Background: an optimization exercise with open tools, aiming at small area. Do not read the settings as production practice. The RTL was checked by simulation tests, not by an equivalence proof against the original design.

==> flow/design.v (outline; a module is shown in full before it is edited, if it fits) <==
// module MBF: 1483 lines
// module MBF_fa: 3 lines
// module MBF_ha: 3 lines
// module MBF_hn: 4 lines
module MBF(CLK, RESET, IN_VALID, IN_DATA, X_DATA, Y_DATA, OUT_VALID);
  // ...
==> flow/run.sh <==
#!/bin/bash
# synth_recipe.tcl (not shown) runs the flow's synth.tcl, then flattens the netlist and writes it again
# the make line also repeats each setting of config.mk as NAME=value (left out here)
make -C /OpenROAD-flow-scripts/flow DESIGN_CONFIG=/design/flow/config.mk WORK_HOME=/design/flow/orfs CLKGATE_MAP_FILE= SYNTH_SCRIPT=/design/flow/synth_recipe.tcl finish
==> flow/config.mk <==
export PLATFORM = sky130hd
export DESIGN_NAME = MBF
export DESIGN_NICKNAME = MBF
export VERILOG_FILES = /design/flow/design.v
export SDC_FILE = /design/flow/constraint.sdc
export NUM_CORES = 4
export LEC_CHECK = 0
export CAP_MARGIN = 20
export CORE_MARGIN = 2
export CORE_UTILIZATION = 60
export CTS_BUF_LIST = sky130_fd_sc_hd__clkbuf_2 sky130_fd_sc_hd__clkbuf_4
export CTS_CLUSTER_SIZE = 20
export SLEW_MARGIN = 20
export SYNTH_HIERARCHICAL = 1
==> flow/constraint.sdc <==
create_clock -name core_clock -period 7.0 [get_ports {CLK}]
set_input_delay 1.4000 -clock core_clock [delete_from_list [all_inputs] [get_ports {CLK}]]
set_output_delay 1.4000 -clock core_clock [all_outputs]
set_load 0.01 [all_outputs]
==> run_results.csv, run 1 <==
group,metric,value,unit
synth,synth_cell_types,15,
synth,synthMuxAreaShare,0,%
finish,layout-drive-gt1-share,13.4,%
timing,post-route-min-period,6.84,ns
floorplan,fp.dieW,178,um
global_routing,grt_use_met1,48.7,%
clock_network,clkTransAtPathRegs,0.07,ns
synth,synth_top_area_share,64.6,%
finish,ff_latch_area,5160,um^2
outcome,status,"no timing/DRC/antenna violations",
synth,synth_flop_cell,"dfrtp_1",
timing,slew_headroom,51.3,%
finish,final_cells,1579,
timing,tns,0,ns
synth,synth-compound-area-share,0,%
setup_path,rr_worst_depth,18,
setup_path,critPathCaptureType,"output pin",
synth,synth_xor_area_share,0,%
worst_hold_path,hold_depth,0,
finish,n_fill_cell,2060,
finish,multi_input_area_share,61.6,%
clock_network,clock_sinks,212,
place,place_hpwl,37000,um
drt,first_iter_violations,667,
timing,rsz0062_at_grt,"no",
timing,maxSlewViolCount,0,
==> inputs of run 2 (changes only) <==
==> flow/config.mk (replaced) <==
export PLATFORM = sky130hd
export DESIGN_NAME = MBF
export DESIGN_NICKNAME = MBF
export VERILOG_FILES = /design/flow/design.v
export SDC_FILE = /design/flow/constraint.sdc
export NUM_CORES = 4
export LEC_CHECK = 0
export CAP_MARGIN = 20
export CORE_MARGIN = 2
export CORE_UTILIZATION = 40
export SLEW_MARGIN = 20
export SYNTH_HIERARCHICAL = 1
==> run 2 against run 1 <==
Compared with the run above: sequential share of layout area shrank 0.47 points; critical path type unchanged; hold slack gained 0.0062 ns; worst setup slack gained 0.045 ns; critical endpoint is now OUT_VALID.
==> run_results.csv, run 2 <==
group,metric,value,unit
floorplan,rows,77,
floorplan,core-area,44500,um^2
global_routing,grt_usage,20.0,%
synth,synth_cell_types,15,
timing,setup_viol,0,
finish,layout_commonest_cell,"fa_1",
place,port_buffers,40,
global_routing,grt_use_met1,28.5,%
floorplan,fp.dieH,217,um
timing,timing.hold.ws,0.347,ns
synth,ys_warn_count,7,
setup_path,cp_slowest_cell,"fa_1",
clock_network,clock_latency,0.56,ns
drt,drc,0,
synth,syn-cell-area,18100,um^2
clock_network,clock_sinks,212,
flow_run,maxCapViolCount,0,
setup_path,rr_worst_depth,24,
global_routing,grt_max_degree,135,
finish,mostFrequentLayoutCells,"fa_1 (585), dfrtp_1 (179), inv_1 (119)",
synth,async_flop_share,85.4,%
synth,yosysTopAreaCell,"fa_1",
synth,synth-seq-cells,212,
drt,drt-wirelength-per-cell,24.3,um
clock_network,tritoncts,"done",
finish,final_area,20300,um^2
timing,tns,0,ns
drt,drtPass1Iterations,4,
synth,synth_flop_cell,"dfrtp_1",
synth,synthCells,1019,
finish,layout-drive-gt1-share,7.56,%
synth,synth_top_area_share,64.6,%
drt,vias_per_cell,4.71,
synth,post-synth-top-count-cell,"fa_1",
timing,tightest_slew,1.00,ns
global_routing,globalRouteOverflowTotal,0,
clock_network,root_buffer,"clkbuf_16",
global_routing,antenna_found_initial,0,
synth,yosysSeqAreaShare,28.4,%
global_routing,busiest_layer,"met2",
place,place_hpwl,35600,um
setup_path,critPathCaptureType,"output pin",
setup_path,start_kind,"flop",
finish,fin_nets,1714,
global_routing,use_met2,32.7,%
synth,synth_commonest_cells,"fa_1 (585), dfrtp_1 (181), inv_1 (120), dfxtp_1 (31), buf_4 (26)",
clock_network,cts_buffers,27,
timing,finalHoldViolations,0,
clock_network,cts_setup_buffers,0,
clock_network,cts_htree_levels,1,
outcome,status,"no timing/DRC/antenna violations",
timing,fmax,0.147,GHz
drt,ant_nets,0,
setup_path,crit_required,5.60,ns
setup_path,critPathLaunch,"r3[11]",
setup_path,worstPathMaxFanout,5,
clock_network,clkTransAtPathRegs,0.06,ns
clock_network,clockBufferDepth,3,
drt,first_iter_violations,415,
setup_path,crit_top_cell,"fa_1",
timing,maxSlewViolCount,0,
place,place_ws,0.167,ns
timing,finalWorstSetupSlack,0.210,ns
global_routing,grt_pass1_wl,67300,um
synth,synth_edf_count,0,
setup_path,critical-path-max-stage-delay,0.53,ns
floorplan,fp.dieW,217,um
setup_path,crit_type,"reg2out",
global_routing,grt_pass1_vias,10500,
finish,syn2layout_area_growth,12.1,%
setup_path,rrSetupSlack,0.35,ns
worst_hold_path,min_path_type,"reg2reg",
timing,slew_headroom,33.3,%
timing,rsz0062_at_grt,"no",
finish,antennaDiodeCount,0,
setup_path,timing.rr.start,"r2[0]",
place,gp_congestion,0.861,
setup_path,crit_path_end,"OUT_VALID",
timing,min_period_over_period,97.0,%
floorplan,dieArea,47000,um^2
finish,final_util,45.7,%
drt,routed_wl,41400,um
synth,syn_area_per_cell,17.8,um^2
synth,synth_area_leaders,"fa_1 (65%), dfrtp_1 (25%), dfxtp_1 (3.4%)",
place,placed_area,19300,um^2
floorplan,ios,43,
drt,vias,8025,
setup_path,r2r_end,"q391",
setup_path,crit_arrival,5.39,ns
timing,post-route-min-period,6.79,ns
timing,fin_worst_skew,0.0273,ns
global_routing,met3_usage,3.47,%
setup_path,path_cells,"buf_4, fa_1, fa_1, fa_1, fa_1, fa_1, ha_1, fa_1, fa_1, nor4_1, nand3_1, clkdlybuf4s50_1",
floorplan,start_util,40.7,%
[run 2: metal layers]
metal	wire length, um	share of wire, %
met1	18100	44
met2	20900	50
met3	1690	4.1
met4	749	1.8
met5	0	0
[run 2: worst max-delay path: cells and delay by family, from the launching register on]
kind                       cells  cell delay, ns
buffers and inverters          2            0.69
adders and majority gates      8            3.38
and+or+nand+nor                2            0.33
DFF                            1            0.44
[run 2: timing repair]
action                                  4_1_cts  5_1_grt
endpoints found under the setup margin        0        1
resized for setup                             0        2
hold buffers                                  0        0
[run 2: worst min path at each step]
| stage | from | cells past startpoint | slack, ns | to |
|---|---|---|---|---|
| 2_1_floorplan | r0[0] | 0 | 0.33 | r1[0] |
| 3_3_place_gp | r0[2] | 0 | 0.33 | r1[2] |
| 3_5_place_dp | r0[11] | 0 | 0.33 | r1[11] |
| 4_1_cts | r1[11] | 0 | 0.35 | r2[11] |
| 5_1_grt | r1[9] | 0 | 0.35 | r2[9] |
| 6_report | r0[3] | 0 | 0.35 | r1[3] |
[run 2: kinds of logic after synthesis]
group	after synthesis	share of synthesized area [%]
adder cells (fa/ha/maj)	608	66.2
other	1	0.0207
flip-flops	212	28.4
AND/OR/NAND/NOR	48	1.65
buffers and inverters	150	3.71
[run 2: per-stage QoR]
step / instances
after global routing: 1703
after detailed placement: 1653
after global placement: 1653
after floorplan: 1020
final: 1703
after CTS: 1703
[run 2: area by class of cell]
cell class | count | area, um^2
Clock inverter | 22 | 342
Multi-Input combinational cell | 658 | 12300
Fill cell | 3872 | 24200
Clock buffer | 28 | 689
Inverter | 120 | 458
Sequential cell | 212 | 5150
Tap cell | 592 | 741
Timing Repair Buffer | 71 | 633
[run 2: per-module statistics from Yosys, one instance, submodules excluded]
module | cells inside | area (um^2) | times used | flip-flops and latches
MBF | 391 | 6050 | 1 | 212
MBF_fa | 1 | 20.0 | 585 | 0
MBF_ha | 1 | 12.5 | 13 | 0
MBF_hn | 3 | 20.0 | 10 | 0

## re-timing with driven ports
In the flow no input, the clock included, has a driving cell. The finished layouts below were timed again as built, in two steps. Step 1 assumes that a clkbuf_16 drives the clock port and a buf_2 every other input. Step 2 moves the port delays by t, midway between the first and last clock arrival at a register: inputs arrive t later, outputs are due t later. That takes back most of the time a late clock gives input paths. Three values: ideal, step 1, step 2; two values: the first two.
run | shift t [ns] | setup WS [ns] | worst setup path at the end | slew at the worst register clock pin (ns) | worst data-port slew with drivers (ns)
run 1 | 0.772 | 0.165 / 0.120 / 0.327 | register to register | 0.08 / 0.08 | 0.03
run 2 | 0.602 | 0.210 / 0.157 / 0.348 | register to register | 0.07 / 0.07 | 0.03
After both steps every run listed still meets setup and hold.
